This is an optimization exercise on Yosys and OpenROAD, whose aim is small area, not a production implementation. Only simulation tests tie the RTL to the original design; equivalence was not proved. Power is estimated from default activity; no workload was simulated.

==> flow/design.v (outline; a module is shown in full before it is edited, if it fits) <==
// module agc_core: 19861 lines
module agc_core(
    input wire clk,
    input wire rst,
    input wire BLKUPL_n,
    input wire BMGXM,
    input wire BMGXP,
    input wire BMGYM,
    input wire BMGYP,
    input wire BMGZM,
    input wire BMGZP,
    input wire CAURST,
    input wire CDUFAL,
    input wire CDUXM,
    input wire CDUXP,
    input wire CDUYM,
    input wire CDUYP,
    input wire CDUZM,
    input wire CDUZP,
    input wire CTLSAT,
    input wire DBLTST,
    input wire DKBSNC,
    input wire DKEND,
    input wire DKSTRT,
    input wire DOSCAL,
    input wire FLTOUT,
    input wire FREFUN,
    input wire GATEX_n,
    input wire GATEY_n,
    input wire GATEZ_n,
    input wire GCAPCL,
    input wire GUIREL,
    input wire HOLFUN,
    input wire IMUCAG,
    input wire IMUFAL,
    input wire IMUOPR,
    input wire IN3008,
    input wire IN3212,
    input wire IN3213,
    input wire IN3214,
    input wire IN3216,
    input wire IN3301,
    input wire ISSTOR,
    input wire LEMATT,
    input wire LFTOFF,
    input wire LRIN0,
    input wire LRIN1,
    input wire LRRLSC,
    input wire LVDAGD,
    input wire MAINRS,
    input wire MAMU,
    input wire MANmP,
    input wire MANmR,
    input wire MANmY,
    input wire MANpP,
    input wire MANpR,
    input wire MANpY,
    input wire MARK,
    input wire MDT01,
    input wire MDT02,
    input wire MDT03,
    input wire MDT04,
    input wire MDT05,
    input wire MDT06,
    input wire MDT07,
    input wire MDT08,
    input wire MDT09,
    input wire MDT10,
  // ...
==> flow/run.sh <==
#!/bin/bash
# synth_recipe.tcl (not shown) runs the flow's synth.tcl, then flattens the netlist and writes it again
# the make line also repeats each setting of config.mk as NAME=value (left out here)
make -C /OpenROAD-flow-scripts/flow DESIGN_CONFIG=/design/flow/config.mk WORK_HOME=/design/flow/orfs CLKGATE_MAP_FILE= SYNTH_SCRIPT=/design/flow/synth_recipe.tcl finish
==> flow/config.mk <==
export PLATFORM = sky130hd
export DESIGN_NAME = agc_core
export DESIGN_NICKNAME = agc_core
export VERILOG_FILES = /design/flow/design.v
export SDC_FILE = /design/flow/constraint.sdc
export NUM_CORES = 8
export LEC_CHECK = 0
export CAP_MARGIN = 20
export CORE_MARGIN = 2
export CORE_UTILIZATION = 45
export CTS_BUF_LIST = sky130_fd_sc_hd__clkbuf_4
export SLEW_MARGIN = 20
==> flow/constraint.sdc <==
create_clock -name core_clock -period 10.0 [get_ports {clk}]
set_input_delay 2.0000 -clock core_clock [delete_from_list [all_inputs] [get_ports {clk}]]
set_output_delay 2.0000 -clock core_clock [all_outputs]
set_load 0.01 [all_outputs]
==> summary.txt, run 1 <==
OUTCOME
-----------------------------------------------------------------------------
Outcome                                                          finished clean

LOGIC SYNTHESIS
-----------------------------------------------------------------------------
Post-synth EDFFs                                                            0
Portion of the post-synthesis area used by sequential elements         0.7874
Synth unique cells                                                         52
Leading cell types by count after synthesis                      4406 x dfxtp_1, 3179 x inv_1, 2677 x dfrtp_1
Yosys warns                                                                 1
Net count after synthesis                                               16840

PWR
-----------------------------------------------------------------------------
Group drawing the most power                                        registers
Combinational share of power                                            0.073
Clock net power                                                      0.0265 W
Peak VDD IR                                                         0.1466 mV

LAYOUT
-----------------------------------------------------------------------------
Total number of sequential cells                                         7870
Largest register by flop count                                           cdiv
Final cell count without fillers                                        26800

STA
-----------------------------------------------------------------------------
Timing-limited maximum frequency                                    163.0 MHz
Hold slack final                                                    0.2532 ns

CRITICAL PATH
-----------------------------------------------------------------------------
Destination of the critical timing path                                 MWL13
Highest cell delay on the worst timing path                           0.79 ns
Crit. path cell count                                                       4

CLOCKING
-----------------------------------------------------------------------------
Later-pin clock latency in the skew report                            1.83 ns
CTS Hold Bufs                                                               0

FLOORPLAN
-----------------------------------------------------------------------------
Area of the core region                                          493900 sq um
Tap Count                                                                6500

PLACED DESIGN
-----------------------------------------------------------------------------
GPL Wtd Cong                                                           0.8274

MIN PATH
-----------------------------------------------------------------------------
Min-Delay Startpoint                                               U21042_D_p

ROUTING
-----------------------------------------------------------------------------
Count of unresolved DRC violations after routing                            0

==> inputs of run 2 (changes only) <==
--- a/flow/config.mk
+++ b/flow/config.mk
@@ -8,5 +8,4 @@
 export CAP_MARGIN = 20
 export CORE_MARGIN = 2
 export CORE_UTILIZATION = 45
-export CTS_BUF_LIST = sky130_fd_sc_hd__clkbuf_4
 export SLEW_MARGIN = 20
==> run 2 against run 1 <==
  * Critical path depth stayed put
  * Cell count is 7.8% lower
  * Combinational power is essentially flat
==> summary.txt, run 2 <==
OUTCOME
-----------------------------------------------------------------------------------------
Outcome                                                                      finished clean   unchanged

LOGIC SYNTHESIS
-----------------------------------------------------------------------------------------
Cells taking the most area after synthesis                                   dfxtp_1 39%, dfrtp_1 30%, dfstp_2 9.3%   unchanged
Synth Register Bits                                                                  7870   unchanged
Portion of the post-synthesis area used by sequential elements                     0.7874   unchanged
Post-synth EDFFs                                                                        0   unchanged
Synth unique cells                                                                     52   unchanged
Syn avg cell area                                                             13.41 sq um   unchanged
Synth Flop Type                                                                   dfxtp_1   unchanged
Synth Cell Area                                                              223400 sq um   unchanged
Most instantiated library cell after synthesis                                    dfxtp_1   unchanged
Proportion of register bits with asynchronous set or reset after synthesis         0.4402   unchanged
Yosys warns                                                                             1   unchanged
Synthesized instance count                                                          16650   unchanged
Library cell with the largest summed area after synthesis                         dfxtp_1   unchanged
Fraction of synthesized cell area taken by the top area cell type                  0.3949   unchanged
Leading cell types by count after synthesis                                  4406 x dfxtp_1, 3179 x inv_1, 2677 x dfrtp_1   unchanged
Net count after synthesis                                                           16840   unchanged

CRITICAL PATH
-----------------------------------------------------------------------------------------
CP max FO                                                                               2   unchanged
Critical path's most frequent cell                                           clkdlybuf4s50_1
Critical-path cell with the highest stage delay                                  o221ai_1   was nor3_1
Arrival time reported for the critical path endpoint                              4.01 ns   was 4.13 ns
Required @ worst endpoint                                                         8.00 ns   about the same
Critical setup path kind                                                     input port to output port   was register to output port
Type of element launching the critical path                                    input port   was register
Cells traversed along the worst timing path                                  clkdlybuf4s50_1 > inv_1 > o221ai_1 > clkdlybuf4s50_1   was inv_1 > nor3_1 > nand3_1 > clkdlybuf4s50_1
Highest cell delay on the worst timing path                                       0.81 ns   was 0.79 ns
Worst-case register-to-register setup slack                                       7.72 ns   was 7.74 ns
Crit path capture type                                                        output port   unchanged

GLOBAL ROUTE
-----------------------------------------------------------------------------------------
Number of global-route vias before repair                                          123700   was 133200
Aggregate global-route resource usage                                              0.2190   was 0.2258
Global-route wire length before repair                                           828.1 mm   was 846.0 mm
Largest net degree at the start of global routing                                     172   unchanged
Antenna violations before repair                                                       50   was 47
Leftover overflow at the end of global routing                                          0   unchanged

CLOCKING
-----------------------------------------------------------------------------------------
Clock root buffer master                                                        clkbuf_16   was clkbuf_4
CTS H-tree depth                                                                        6   was 7
Maximum buffer depth of the clock tree                                                  4   was 5
# clock sinks                                                                        7870   unchanged
Clock Pin Slew Worst Setup and Hold Paths                                         0.06 ns   was 0.07 ns
CTS Hold Bufs                                                                           0   unchanged
CTS tree                                                                            built   unchanged
Quantity of gates resized following cts                                                 0   unchanged
Post-CTS setup-driven buffer insertion count                                            0   unchanged
Later-pin clock latency in the skew report                                        1.07 ns   was 1.83 ns
Number of buffers created by CTS                                                      739   was 1900

PLACED DESIGN
-----------------------------------------------------------------------------------------
Number of input and output port buffers inserted                                      362   unchanged
GPL Wtd Cong                                                                       0.8274   unchanged
Detailed placement HPWL                                                          371.3 mm   unchanged

LAYOUT
-----------------------------------------------------------------------------------------
Number of inserted filler cells in the final layout                                 40870   was 42120
Number of flip-flops in the largest register                                            5   unchanged
Commonest cells after routing, fill and taps aside                           4381 x dfxtp_1, 3178 x inv_1, 2677 x dfrtp_1   was 4381 x dfxtp_1, 3178 x inv_1, 3055 x clkbuf_4
Nets                                                                                17680   was 18840
Fraction of layout cells with a size suffix above 1                                0.1166   was 0.2012
Area added between synthesis and finish                                            16.08%   was 16.12%
Most common library cell in the layout ignoring fill and taps                     dfxtp_1   unchanged
Post-route core utilization                                                        0.5249   was 0.5251
Largest register by flop count                                                       cdiv   unchanged

STA
-----------------------------------------------------------------------------------------
Final worst path period share                                                      0.6012   was 0.6134
Setup violation total in the final timing report                                        0   unchanged
Max Transition Viols Final                                                              0   unchanged
Largest clock skew in the final design                                         0.07079 ns   was 0.1642 ns
Min Clock Period, post-route                                                     6.012 ns   was 6.134 ns
Number of hold violations in the final report                                           0   unchanged
Transition time at the pin with the least slew margin                            1.173 ns   was 1.137 ns
Unrepaired setup endpoints after global routing                                     false   unchanged
Post-route setup TNS                                                                 0 ns   unchanged
Timing-limited maximum frequency                                                166.3 MHz   was 163.0 MHz
Hold slack final                                                                0.3020 ns   was 0.2532 ns
Slew Limit Headroom                                                                0.2160   was 0.2364

ROUTING
-----------------------------------------------------------------------------------------
Count of unresolved DRC violations after routing                                        0   unchanged
Violation count after the first detailed-routing iteration                           9310   was 8442
Total routed wirelength                                                          553.8 mm   was 563.0 mm
Residual antenna-violating net count after detailed routing                             0   unchanged
Length of the first detailed-routing pass in iterations                                 5   was 7
Average wire per cell in the routed design                                       22.43 um   was 21.01 um
Drt via density                                                                     5.027   was 4.899
Via count                                                                          124100   was 131300

PWR
-----------------------------------------------------------------------------------------
Total power divided by cell area                                             299.4 nW/um^2   was 292.3 nW/um^2
Peak VDD IR                                                                     0.2178 mV   was 0.1466 mV
Leakage Power                                                                    112.3 nW   was 115.0 nW

JOB
-----------------------------------------------------------------------------------------
Max-Cap Viols                                                                           0   unchanged

FLOORPLAN
-----------------------------------------------------------------------------------------
Vertical die dimension                                                           708.5 um   unchanged
Effective utilization at floorplan                                                 0.4522   unchanged
Die ar.                                                                      502000 sq um   unchanged
Area of the core region                                                      493900 sq um   unchanged
Horizontal die dimension                                                         708.5 um   unchanged
Standard-cell rows                                                                    258   unchanged
Boundary Pins                                                                         364   unchanged

MIN PATH
-----------------------------------------------------------------------------------------
Min-Delay Path Class                                                         register to register   unchanged

run 2: cell counts after synthesis:
Identical to the previous run, type by type.
run 2: layer usage:
metal,routed length (um),part of all wire,vias up,track usage
met5,92,0.00017,-,0
met1,258600,0.47,63290,0.3187
met3,27070,0.049,795,0.03429
met2,251800,0.45,2365,0.3407
li1,-,-,57680,-
met4,16260,0.029,14,0.06300
run 2: logic make-up after synthesis:
| logic type | share of synthesized area |
|---|---|
| xor gates and xnor gates | 0.00003922 |
| buffers and inverters | 0.06231 |
| AOI/OAI and AO/OA | 0.1123 |
| DFF | 0.7874 |
| and+or+nand+nor | 0.03782 |
| muxes | 0.00004482 |
| adders and majority gates | 0.0001120 |
run 2: per-stage QoR:
step / setup WS (ns) / total power (W) / cells / cell area (sq um)
after floorplan: -3.699 / 0.04576 / 16650 / 223400
after global placement: 3.860 / 0.04953 / 23250 / 234200
after detailed placement: 3.907 / 0.04999 / 23250 / 234200
after CTS: 3.907 / 0.07819 / 24650 / 259200
after global routing: 3.965 / 0.08093 / 24670 / 259200
final: 3.988 / 0.07762 / 24700 / 259300
run 2: layout make-up:
type	count	area (sq um)	area share
inverter	3179	11960	0.04613
tap	6500	8133	0.03137
clock buffer	1172	22190	0.08557
antenna	42	105.1	0.0004054
multi-input combinational	5228	33570	0.1295
timing repair buffer	474	4679	0.01805
clock inverter	231	2728	0.01052
sequential	7870	175900	0.6785
run 2: path summary, 6_finish.rpt:
check                         startpoint       endpoint  cells past startpoint
hold reg to reg               U13125_B_y     U13125_B_p                      0
max in group asynchronous            rst     U19038_C_y                      5
setup reg to reg               U2040_D_y     U14023_A_y                      3
min in group asynchronous            rst     U21013_B_y                      2
setup / recovery           ERAS_RDATA[4]  ERAS_WDATA[4]                      4
hold / removal                U13125_B_y     U13125_B_p                      0
run 2: power breakdown:
group / switching [W] / internal, W / total [W]
Clock: 0.0121 / 0.0162 / 0.0283
Sequential: 0.00514 / 0.0386 / 0.0438
Combinational: 0.00320 / 0.00239 / 0.00558
run 2: critical path, delay by kind of cell:
kind,cells,cell delay [ns]
AOI/OAI and AO/OA,1,0.81
buffers and inverters,3,1.20
==> inputs of run 3 (changes only) <==
--- a/flow/config.mk
+++ b/flow/config.mk
@@ -8,4 +8,7 @@
 export CAP_MARGIN = 20
 export CORE_MARGIN = 2
 export CORE_UTILIZATION = 45
+export CTS_BUF_LIST = sky130_fd_sc_hd__clkbuf_8
+export CTS_CLUSTER_DIAMETER = 50
+export CTS_CLUSTER_SIZE = 14
 export SLEW_MARGIN = 20
==> run 3 against run 2 <==
  * Clock power fell by 38%
  * Area after synthesis did not move
  * Sequential power barely moved
  * Critical path depth did not move
  * Core utilization fell by 2.5 points
  * Sequential share of layout area rose by 3.4 points
  * Flip-flop and latch count did not move
  * Combinational power barely moved
==> summary.txt, run 3 <==
OUTCOME
--------------------------------------------------------------------------------------------
Outcome                                                                         finished clean   unchanged

CRITICAL PATH
--------------------------------------------------------------------------------------------
Crit. path cell count                                                                      4   unchanged
Worst R2R Path Depth                                                                       3   unchanged
Critical setup path kind                                                        input port to output port   unchanged
Critical path's most frequent cell                                              clkdlybuf4s50_1   unchanged
Count of buffering cells on the critical path with inverters included                      3   unchanged
Family with the most delay on the worst path                                    buffers and inverters   unchanged
Type of element launching the critical path                                       input port   unchanged
CP max FO                                                                                  2   unchanged
Crit path capture type                                                           output port   unchanged
Critical-path cell with the highest stage delay                                     o221ai_1   unchanged
Cells traversed along the worst timing path                                     clkdlybuf4s50_1 > inv_1 > o221ai_1 > clkdlybuf4s50_1   unchanged
Highest cell delay on the worst timing path                                          0.81 ns   about the same
Arrival time reported for the critical path endpoint                                 4.02 ns   was 4.01 ns
Required @ worst endpoint                                                            8.00 ns   about the same

LOGIC SYNTHESIS
--------------------------------------------------------------------------------------------
Leading cell types by count after synthesis                                     4406 x dfxtp_1, 3179 x inv_1, 2677 x dfrtp_1   unchanged
XOR/XNOR share of the synthesized area                                            0.00003921   unchanged
Yosys warns                                                                                1   unchanged
Synthesized-area fraction occupied by adder cells                                  0.0001120   unchanged
Synth Flop Type                                                                      dfxtp_1   unchanged
Share of synthesized area spent on multiplexers                                   0.00004482   unchanged
Library cell with the largest summed area after synthesis                            dfxtp_1   unchanged
Area fraction in compound gates after synthesis                                       0.1123   unchanged
Basic-gate share of the synthesized area counting and, or, nand and nor cells        0.03782   unchanged
Most instantiated library cell after synthesis                                       dfxtp_1   unchanged
Syn avg cell area                                                                13.41 sq um   unchanged
Cells taking the most area after synthesis                                      dfxtp_1 39%, dfrtp_1 30%, dfstp_2 9.3%   unchanged
Portion of the post-synthesis area used by sequential elements                        0.7874   unchanged
Fraction of synthesized cell area taken by the top area cell type                     0.3949   unchanged
Proportion of register bits with asynchronous set or reset after synthesis            0.4402   unchanged
Post-synth EDFFs                                                                           0   unchanged
Synth unique cells                                                                        52   unchanged
Dominant combinational cell family by area after synthesis                      compound AO/OA/AOI/OAI gates   unchanged
Synthesized instance count                                                             16650   unchanged
Net count after synthesis                                                              16840   unchanged
Synth Register Bits                                                                     7870   unchanged
Synth Cell Area                                                                 223400 sq um   unchanged

CLOCKING
--------------------------------------------------------------------------------------------
Clock root buffer master                                                            clkbuf_8   was clkbuf_16
CTS Hold Bufs                                                                              0   unchanged
Clock Pin Slew Worst Setup and Hold Paths                                            0.09 ns   was 0.06 ns
Post-CTS setup-driven buffer insertion count                                               0   unchanged
CTS H-tree depth                                                                           6   unchanged
# clock sinks                                                                           7870   unchanged
Maximum buffer depth of the clock tree                                                     4   unchanged
Quantity of gates resized following cts                                                    0   unchanged
CTS tree                                                                               built   unchanged
Number of buffers created by CTS                                                         665   was 739
Later-pin clock latency in the skew report                                           1.33 ns   was 1.07 ns

FLOORPLAN
--------------------------------------------------------------------------------------------
Area of the core region                                                         493900 sq um   unchanged
Die ar.                                                                         502000 sq um   unchanged
Effective utilization at floorplan                                                    0.4522   unchanged
Vertical die dimension                                                              708.5 um   unchanged
Horizontal die dimension                                                            708.5 um   unchanged
Boundary Pins                                                                            364   unchanged
Standard-cell rows                                                                       258   unchanged

ROUTING
--------------------------------------------------------------------------------------------
Amount of wire on met2 after detailed routing                                       246.6 mm   was 251.8 mm
Length of routed wiring on met1                                                     257.0 mm   was 258.6 mm
Met3 routed WL                                                                      28.68 mm   was 27.07 mm
Average wire per cell in the routed design                                          22.37 um   was 22.43 um
Total routed wirelength                                                             548.8 mm   was 553.8 mm
Top layer used by detailed routing                                                      met5   unchanged
Length of the first detailed-routing pass in iterations                                    8   was 5
Violation count after the first detailed-routing iteration                              8928   was 9310
Residual antenna-violating net count after detailed routing                                0   unchanged
Via count                                                                             123100   was 124100
Count of unresolved DRC violations after routing                                           0   unchanged
Drt via density                                                                        5.018   was 5.027

PLACED DESIGN
--------------------------------------------------------------------------------------------
DP Worst Slack                                                                      3.907 ns   unchanged
Detailed placement HPWL                                                             371.3 mm   unchanged
Number of input and output port buffers inserted                                         362   unchanged
GPL Wtd Cong                                                                          0.8274   unchanged

LAYOUT
--------------------------------------------------------------------------------------------
Area added between synthesis and finish                                               10.50%   was 16.08%
Nets                                                                                   17600   was 17680
Fraction of layout cells with a size suffix above 1                                  0.09853   was 0.1166
Number of inserted filler cells in the final layout                                    42400   was 40870
Most common library cell in the layout ignoring fill and taps                        dfxtp_1   unchanged
Commonest cells after routing, fill and taps aside                              4381 x dfxtp_1, 3602 x inv_1, 2677 x dfrtp_1   was 4381 x dfxtp_1, 3178 x inv_1, 2677 x dfrtp_1
Number of flip-flops in the largest register                                               5   unchanged
Largest register by flop count                                                          cdiv   unchanged

STA
--------------------------------------------------------------------------------------------
Unrepaired setup endpoints after global routing                                        false   unchanged
Number of hold violations in the final report                                              0   unchanged
Min Clock Period, post-route                                                        6.021 ns   was 6.012 ns
Post-route setup TNS                                                                    0 ns   unchanged
Final worst path period share                                                         0.6021   was 0.6012
Setup violation total in the final timing report                                           0   unchanged
Slew Limit Headroom                                                                   0.2459   was 0.2160
Transition time at the pin with the least slew margin                               1.131 ns   was 1.173 ns
Max Transition Viols Final                                                                 0   unchanged
Largest clock skew in the final design                                            0.06992 ns   was 0.07079 ns
Post-route setup slack                                                              3.979 ns   was 3.988 ns
Timing-limited maximum frequency                                                   166.1 MHz   was 166.3 MHz

MIN PATH
--------------------------------------------------------------------------------------------
Number of stages on the worst hold path                                                    1   was 0
Min-Delay Path Class                                                            register to register   unchanged

PWR
--------------------------------------------------------------------------------------------
Total power divided by cell area                                                270.3 nW/um^2   was 299.4 nW/um^2
Leakage Power                                                                       107.9 nW   was 112.3 nW
Peak VDD IR                                                                        0.1459 mV   was 0.2178 mV
Total design power                                                                 0.06671 W   was 0.07762 W

GLOBAL ROUTE
--------------------------------------------------------------------------------------------
Number of global-route vias before repair                                             121900   was 123700
Aggregate global-route resource usage                                                 0.2168   was 0.2190
Antenna violations before repair                                                          52   was 50
Global-route wire length before repair                                              818.6 mm   was 828.1 mm
Leftover overflow at the end of global routing                                             0   unchanged
Largest net degree at the start of global routing                                        172   unchanged

JOB
--------------------------------------------------------------------------------------------
Max-Cap Viols                                                                              0   unchanged

==> run 3: cell counts after synthesis <==
No cell type changed its count.
==> run 3: worst paths after layout <==
kind,from,endpoint,slack [ns]
setup / recovery,ERAS_RDATA[4],ERAS_WDATA[4],3.98
hold / removal,U21053_B_p,U21053_B_y,0.33
setup reg to reg,U13034_A_y,U13001_D_y,7.72
hold reg to reg,U21053_B_p,U21053_B_y,0.33
max in group asynchronous,rst,U19034_D_y,6.46
min in group asynchronous,rst,U20033_A_y,0.90
==> run 3: worst register-to-register path, stage by stage (launching register included) <==
cell and delay [ns]:
dfstp_2 0.80, nand4_1 0.58, nor2_1 0.56, a41oi_1 0.17
==> run 3: kinds of logic after synthesis <==
| logic type | Yosys count |
|---|---|
| mux | 1 |
| simple gates | 1893 |
| xor+xnor | 1 |
| fa+ha+maj | 2 |
| compound gates | 3331 |
| buf+inv | 3555 |
| flops | 7870 |
==> run 3: cell type report <==
class	count	area [sq um]	share of cell area
flip-flops and latches	7870	175900	0.7127
well taps	6500	8133	0.03295
clock inverters	538	2761	0.01119
multi-input cells	5228	33570	0.1360
repair buffers	474	4679	0.01896
diodes	39	97.59	0.0003954
inverters	3179	11960	0.04845
clock buffers	705	9703	0.03931
==> run 3: power by group <==
part / internal [W] / switching [W] / total [W]
clock: 0.00688 / 0.0106 / 0.0175
sequential: 0.0386 / 0.00512 / 0.0437
combinational: 0.00239 / 0.00318 / 0.00556
==> run 3: metrics by stage <==
| stage | utilization | hold slack, ns | std cells | area (sq um) |
|---|---|---|---|---|
| finish | 0.4997 | 0.3293 | 24530 | 246800 |
| global route | 0.4996 | 0.3411 | 24510 | 246800 |
| CTS | 0.4995 | 0.3199 | 24490 | 246700 |
| detailed placement | 0.4743 | 0.3479 | 23250 | 234200 |
| global placement | 0.4743 | 0.3444 | 23250 | 234200 |
| floorplan | - | 0.3206 | 16650 | 223400 |
==> run 3: per-layer routing <==
| metal | vias up | track usage |
|---|---|---|
| met5 | - | 0 |
| met4 | 18 | 0.06166 |
| met3 | 766 | 0.03721 |
| met2 | 2291 | 0.3340 |
| met1 | 62730 | 0.3167 |
| li1 | 57310 | - |
==> inputs of run 4 (changes only) <==
--- a/flow/config.mk
+++ b/flow/config.mk
@@ -8,7 +8,7 @@
 export CAP_MARGIN = 20
 export CORE_MARGIN = 2
 export CORE_UTILIZATION = 45
-export CTS_BUF_LIST = sky130_fd_sc_hd__clkbuf_8
-export CTS_CLUSTER_DIAMETER = 50
-export CTS_CLUSTER_SIZE = 14
+export CTS_BUF_LIST = sky130_fd_sc_hd__clkbuf_16
+export CTS_CLUSTER_DIAMETER = 60
+export CTS_CLUSTER_SIZE = 24
 export SLEW_MARGIN = 20
==> run 4 against run 3 <==
  * Register-to-register slack improved by 0.05 ns
  * Total power rose by 4.5%
  * Via count down 1.0%
  * Clock skew up 0.013 ns
  * Cell count fell by 1.7%
  * Routed wire length decreased by 0.89%
  * Clock-buffer cell count shrank 255
  * Worst hold slack worse by 0.0050 ns
  * Critical path type unchanged
  * Largest power group unchanged
==> summary.txt, run 4 <==
CLOCKING
--------------------------------------------------------------------------------------------
Post-CTS setup-driven buffer insertion count                                               0   unchanged
Clock root buffer master                                                           clkbuf_16   was clkbuf_8
# clock sinks                                                                           7870   unchanged
Later-pin clock latency in the skew report                                           1.07 ns   was 1.33 ns
Number of buffers created by CTS                                                         444   was 665
CTS tree                                                                               built   unchanged
CTS Hold Bufs                                                                              0   unchanged
Maximum buffer depth of the clock tree                                                     4   unchanged
Clock Pin Slew Worst Setup and Hold Paths                                            0.09 ns   about the same
Quantity of gates resized following cts                                                    0   unchanged
CTS H-tree depth                                                                           5   was 6

FLOORPLAN
--------------------------------------------------------------------------------------------
Horizontal die dimension                                                            708.5 um   unchanged
Area of the core region                                                         493900 sq um   unchanged
Vertical die dimension                                                              708.5 um   unchanged
Standard-cell rows                                                                       258   unchanged
Boundary Pins                                                                            364   unchanged
Effective utilization at floorplan                                                    0.4522   unchanged
Die ar.                                                                         502000 sq um   unchanged

LOGIC SYNTHESIS
--------------------------------------------------------------------------------------------
Dominant combinational cell family by area after synthesis                      compound AO/OA/AOI/OAI gates   unchanged
Leading cell types by count after synthesis                                     4406 x dfxtp_1, 3179 x inv_1, 2677 x dfrtp_1   unchanged
Synthesized-area fraction occupied by adder cells                                  0.0001120   unchanged
Synth Flop Type                                                                      dfxtp_1   unchanged
Synth unique cells                                                                        52   unchanged
Area fraction in compound gates after synthesis                                       0.1123   unchanged
Cells taking the most area after synthesis                                      dfxtp_1 39%, dfrtp_1 30%, dfstp_2 9.3%   unchanged
Net count after synthesis                                                              16840   unchanged
Synth Cell Area                                                                 223400 sq um   unchanged
Fraction of synthesized cell area taken by the top area cell type                     0.3949   unchanged
Syn avg cell area                                                                13.41 sq um   unchanged
Synthesized instance count                                                             16650   unchanged
Basic-gate share of the synthesized area counting and, or, nand and nor cells        0.03782   unchanged
XOR/XNOR share of the synthesized area                                            0.00003921   unchanged
Most instantiated library cell after synthesis                                       dfxtp_1   unchanged
Synth Register Bits                                                                     7870   unchanged
Share of synthesized area spent on multiplexers                                   0.00004482   unchanged
Portion of the post-synthesis area used by sequential elements                        0.7874   unchanged
Yosys warns                                                                                1   unchanged
Proportion of register bits with asynchronous set or reset after synthesis            0.4402   unchanged
Post-synth EDFFs                                                                           0   unchanged
Library cell with the largest summed area after synthesis                            dfxtp_1   unchanged

GLOBAL ROUTE
--------------------------------------------------------------------------------------------
Largest net degree at the start of global routing                                        172   unchanged
Number of global-route vias before repair                                             119700   was 121900
Aggregate global-route resource usage                                                 0.2149   was 0.2168
Global-route wire length before repair                                              810.8 mm   was 818.6 mm
Leftover overflow at the end of global routing                                             0   unchanged
Antenna violations before repair                                                          49   was 52

LAYOUT
--------------------------------------------------------------------------------------------
Fraction of layout cells with a size suffix above 1                                  0.09607   was 0.09853
Area added between synthesis and finish                                               11.71%   was 10.50%
Largest register by flop count                                                          cdiv   unchanged
Commonest cells after routing, fill and taps aside                              4381 x dfxtp_1, 3246 x inv_1, 2677 x dfrtp_1   was 4381 x dfxtp_1, 3602 x inv_1, 2677 x dfrtp_1
Nets                                                                                   17380   was 17600
Number of inserted filler cells in the final layout                                    41860   was 42400
Number of flip-flops in the largest register                                               5   unchanged
Most common library cell in the layout ignoring fill and taps                        dfxtp_1   unchanged
Post-route core utilization                                                           0.5052   was 0.4997

ROUTING
--------------------------------------------------------------------------------------------
Via count                                                                             121800   was 123100
Violation count after the first detailed-routing iteration                              9313   was 8928
Residual antenna-violating net count after detailed routing                                0   unchanged
Total routed wirelength                                                             543.9 mm   was 548.8 mm
Drt via density                                                                        5.050   was 5.018
Count of unresolved DRC violations after routing                                           0   unchanged
Length of the first detailed-routing pass in iterations                                    5   was 8
Average wire per cell in the routed design                                          22.54 um   was 22.37 um

PWR
--------------------------------------------------------------------------------------------
Total design power                                                                 0.06974 W   was 0.06671 W
Total power divided by cell area                                                279.5 nW/um^2   was 270.3 nW/um^2
Peak VDD IR                                                                        0.1682 mV   was 0.1459 mV
Leakage Power                                                                       107.6 nW   was 107.9 nW

MIN PATH
--------------------------------------------------------------------------------------------
Number of stages on the worst hold path                                                    1   unchanged
Min-Delay Path Class                                                            register to register   unchanged
Min-Delay Startpoint                                                               U3001_D_y   was U21053_B_p
Hold path endpoint                                                                 U3003_C_y   was U21053_B_y

CRITICAL PATH
--------------------------------------------------------------------------------------------
FF-to-FF End                                                                      U14023_A_y   was U13001_D_y
Cells traversed along the worst timing path                                     clkdlybuf4s50_1 > inv_1 > o221ai_1 > clkdlybuf4s50_1   unchanged
Worst-case register-to-register setup slack                                          7.77 ns   was 7.72 ns
Critical path's most frequent cell                                              clkdlybuf4s50_1   unchanged
Type of element launching the critical path                                       input port   unchanged
Count of buffering cells on the critical path with inverters included                      3   unchanged
Worst flop-to-flop path startpoint                                                 U2040_D_y   was U13034_A_y
Critical-path cell with the highest stage delay                                 clkdlybuf4s50_1   was o221ai_1
Arrival time reported for the critical path endpoint                                 3.86 ns   was 4.02 ns
CP max FO                                                                                  2   unchanged
Worst R2R Path Depth                                                                       3   unchanged
Crit path capture type                                                           output port   unchanged
Highest cell delay on the worst timing path                                          0.69 ns   was 0.81 ns
Critical setup path kind                                                        input port to output port   unchanged
Required @ worst endpoint                                                            8.00 ns   about the same
Family with the most delay on the worst path                                    buffers and inverters   unchanged

STA
--------------------------------------------------------------------------------------------
Timing-limited maximum frequency                                                   170.7 MHz   was 166.1 MHz
Slew Limit Headroom                                                                   0.2292   was 0.2459
Largest clock skew in the final design                                            0.08252 ns   was 0.06992 ns
Final worst path period share                                                         0.5858   was 0.6021
Setup violation total in the final timing report                                           0   unchanged
Min Clock Period, post-route                                                        5.858 ns   was 6.021 ns
Unrepaired setup endpoints after global routing                                        false   unchanged
Number of hold violations in the final report                                              0   unchanged
Transition time at the pin with the least slew margin                               1.156 ns   was 1.131 ns
Hold slack final                                                                   0.3243 ns   was 0.3293 ns
Max Transition Viols Final                                                                 0   unchanged
Post-route setup TNS                                                                    0 ns   unchanged

PLACED DESIGN
--------------------------------------------------------------------------------------------
GPL Wtd Cong                                                                          0.8274   unchanged
Detailed placement HPWL                                                             371.3 mm   unchanged
Number of input and output port buffers inserted                                         362   unchanged

OUTCOME
--------------------------------------------------------------------------------------------
Outcome                                                                         finished clean   unchanged

JOB
--------------------------------------------------------------------------------------------
Max-Cap Viols                                                                              0   unchanged

## run 4: power by group
part / internal (W) / switching, W
logic: 0.00239 / 0.00318
clock network: 0.00948 / 0.0110
registers: 0.0386 / 0.00512
total: 0.0504 / 0.0193
## run 4: logic make-up after synthesis
family,count (synthesis)
AO/OA/AOI/OAI,3331
buffers and inverters,3555
XOR/XNOR,1
multiplexers,1
flip-flops,7870
adder cells (fa/ha/maj),2
AND/OR/NAND/NOR,1893
## run 4: metrics by stage
| stage | cells | setup WS, ns | area, sq um |
|---|---|---|---|
| floorplan | 16650 | -3.699 | 223400 |
| global placement | 23250 | 3.860 | 234200 |
| detailed placement | 23250 | 3.907 | 234200 |
| CTS | 24090 | 3.907 | 249400 |
| global route | 24110 | 3.965 | 249400 |
| finish | 24130 | 4.142 | 249500 |
## run 4: per-layer routing
metal / vias to the layer above / wire length [um] / global-route usage
met5: - / 96 / 0
met4: 16 / 14670 / 0.05285
met3: 621 / 25360 / 0.03299
met2: 1968 / 247300 / 0.3348
met1: 62430 / 256500 / 0.3164
li1: 56810 / - / -
## run 4: worst max-delay path by stage
| stage | start | end | slack, ns | depth (start not counted) |
|---|---|---|---|---|
| floorplan | rst | U10001_B_y | -3.70 | 3 |
| global placement | ERAS_RDATA[4] | ERAS_WDATA[4] | 3.86 | 4 |
| detailed placement | ERAS_RDATA[4] | ERAS_WDATA[4] | 3.91 | 4 |
| CTS | ERAS_RDATA[4] | ERAS_WDATA[4] | 3.91 | 4 |
| global route | ERAS_RDATA[4] | ERAS_WDATA[4] | 3.96 | 4 |
| finish | ERAS_RDATA[4] | ERAS_WDATA[4] | 4.14 | 4 |
## run 4: layout make-up
cell class | instances | area (sq um) | share of cell area
tap | 6500 | 8133 | 0.03260
inverter | 3179 | 11960 | 0.04793
timing repair buffer | 474 | 4679 | 0.01876
sequential | 7870 | 175900 | 0.7050
antenna | 36 | 90.09 | 0.0003611
clock buffer | 450 | 11260 | 0.04513
multi-input combinational | 5228 | 33570 | 0.1345
clock inverter | 391 | 3900 | 0.01563

[what the ideal ports hide]
No port has a modelled driver above. Below, the same layouts with a new extraction and two added sets of constraints.
Step 1, drivers: a clkbuf_16 drives clk and a buf_2 each remaining input, both assumed.
Step 2 adds t to the input delays and takes it off the output delays; t is the mean of the earliest and latest rising clock arrival at the registers after step 1. Input paths then give back, and output paths get back, about the clock's delay inside the block.
Three values: ideal ports, drivers, drivers and shift; two values: the first two.
| run | shift t [ns] | setup WS [ns] | hold WS [ns] | worst setup path after step 2 | pins driven straight from the clock port |
|---|---|---|---|---|---|
| run 1 | 1.844 | 3.866 / 3.760 / 4.109 | 0.253 / 0.253 / 0.253 | input to output | 1 |
| run 2 | 1.155 | 3.988 / 3.954 / 3.954 | 0.302 / 0.302 / 0.302 | input to output | 1 |
| run 3 | 1.411 | 3.979 / 3.945 / 3.945 | 0.329 / 0.329 / 0.329 | input to output | 1 |
| run 4 | 1.147 | 4.142 / 4.108 / 4.108 | 0.324 / 0.324 / 0.324 | input to output | 1 |
After both steps every run listed still meets setup and hold.
